Background: an optimization exercise with open tools, aiming at small area and a short achievable clock period. Do not read the settings as production practice. The RTL was checked by simulation tests, not by an equivalence proof against the original design. Power figures rest on the tool's default switching activity, not on a simulated workload.

Design core, start of the top module:
module core (
    input  clk_i,
    input  rst_i,
    input  [31:0] inst_i,
    input  [31:0] data_i,
    output [31:0] inst_addr_o,
    output [31:0] data_o,
    output [31:0] data_addr_o,
    output        data_rw_o,
    output [1:0]  data_width_o,
    output        fence_o
);
For scale: roughly 4100 cells after synthesis, ~170 I/O pins, about 53000 µm² of cells after synthesis.
Settings: LEC_CHECK=0, CAP_MARGIN=30, CORE_MARGIN=2, CORE_UTILIZATION=56, CTS_BUF_LIST=sky130_fd_sc_hd__clkbuf_8, CTS_CLUSTER_DIAMETER=50, CTS_CLUSTER_SIZE=16, SETUP_SLACK_MARGIN=4, SLEW_MARGIN=30, SYNTH_HIERARCHICAL=1; clock period 12.0 ns.
run.sh (not shown) runs the stock make flow with config.mk's settings and CLKGATE_MAP_FILE= SYNTH_SCRIPT=/design/flow/synth_recipe.tcl, a recipe that flattens the netlist after the stock synthesis.
Rerun with:
==> flow/flow/run.sh (new file) <==
#!/bin/bash
# Layout flow: the standard flow (standard.sh), except that the port
# buffers that global placement inserts, which are delay cells
# (clkdlybuf4s50_1), are replaced by plain buffers (buf_4 on inputs, buf_2 on
# outputs) before the placement-resizing step. Every port keeps its buffer.
set -euo pipefail
R=orfs/results/${FLOW_PLATFORM}/core/base
bash standard.sh 3_3_place_gp > standard_to_place_gp.log 2>&1
ODB_FILE=$R/3_3_place_gp.odb openroad -no_init -exit flow/swap_port_buffers.tcl > swap_port_buffers.log 2>&1
bash standard.sh > standard_finish.log 2>&1
==> flow/flow/swap_port_buffers.tcl (new file) <==
# Replace the delay-cell port buffers inserted by buffer_ports with plain
# buffers of the same function (A -> X).
set odb $::env(ODB_FILE)
read_db $odb
set db [ord::get_db]
set bin [$db findMaster sky130_fd_sc_hd__buf_4]
set bout [$db findMaster sky130_fd_sc_hd__buf_2]
set n 0
foreach inst [[ord::get_db_block] getInsts] {
  set name [$inst getName]
  if {[[$inst getMaster] getName] ne "sky130_fd_sc_hd__clkdlybuf4s50_1"} continue
  if {[regexp {^input[0-9]+$} $name]} { $inst swapMaster $bin; incr n }
  if {[regexp {^output[0-9]+$} $name]} { $inst swapMaster $bout; incr n }
}
puts "swapped $n port buffers"
write_db $odb
==> flow/standard.sh (new file) <==
#!/bin/bash
# synth_recipe.tcl (not shown) runs the flow's synth.tcl, then flattens the netlist and writes it again
# the make line also repeats each setting of config.mk as NAME=value (left out here)
make -C /OpenROAD-flow-scripts/flow DESIGN_CONFIG=/design/flow/config.mk WORK_HOME=/design/flow/orfs CLKGATE_MAP_FILE= SYNTH_SCRIPT=/design/flow/synth_recipe.tcl "${@:-finish}"
--- a/flow/config.mk
+++ b/flow/config.mk
@@ -8,5 +8,5 @@
 export CAP_MARGIN = 30
 export CORE_MARGIN = 2
-export CORE_UTILIZATION = 56
+export CORE_UTILIZATION = 60
 export CTS_BUF_LIST = sky130_fd_sc_hd__clkbuf_8
 export CTS_CLUSTER_DIAMETER = 50
removed: flow/run.sh
Wire length came out lower by 1.0%. Power came out lower by 2.1%. Design area came out lower by 2.8%. Area after synthesis is unchanged. Non-clock buffer count came out lower by 57. Register-to-register slack is worse by 40 ps. Via count came out higher by 0.79%. Worst setup slack is worse by 68 ps. Critical path depth came out lower by 3. Clock skew came out lower by 7.9 ps. Combinational power came out lower by about 4%.
Rerun with:
--- a/flow/config.mk
+++ b/flow/config.mk
@@ -8,8 +8,8 @@
 export CAP_MARGIN = 30
 export CORE_MARGIN = 2
-export CORE_UTILIZATION = 60
-export CTS_BUF_LIST = sky130_fd_sc_hd__clkbuf_8
-export CTS_CLUSTER_DIAMETER = 50
-export CTS_CLUSTER_SIZE = 16
+export CORE_UTILIZATION = 56
+export CTS_BUF_LIST = sky130_fd_sc_hd__clkbuf_8 sky130_fd_sc_hd__clkbuf_16
+export CTS_CLUSTER_DIAMETER = 60
+export CTS_CLUSTER_SIZE = 20
 export SETUP_SLACK_MARGIN = 4
 export SLEW_MARGIN = 30
Outcome: Global-route usage goes down by 3.8 points. Setup slack improved by 140 ps. Final cell count climbs by 1.7%.

[separate check: timing with driven ports]
In the flow no input, the clock included, has a driving cell. The finished layouts below were timed again as built, in two steps.
Step 1 (the two cells are an assumption about what drives the block):
set clk [get_ports {clk_i}]
set_driving_cell -lib_cell sky130_fd_sc_hd__clkbuf_16 $clk
set_driving_cell -lib_cell sky130_fd_sc_hd__buf_2 [delete_from_list [all_inputs] $clk]
Step 2 times the ports against the registers' clock, not the clock port: input delays grow and output delays shrink by t, the midpoint of the rising clock arrivals with the driver on.
Three values: ideal, step 1, step 2; two values: the first two.
run	shift t [ns]	setup WS [ns]	worst setup path after step 2
the first run	0.841	3.735 / 3.417 / 2.967	input to register
the second run	0.804	3.667 / 3.613 / 3.143	input to register
the third run	0.740	3.804 / 3.496 / 3.128	input to register
After both steps setup and hold are still met in every run listed. The setup slack of the first run, which loses most, moves by -0.318 ns with the drivers and by -0.768 ns with both steps.
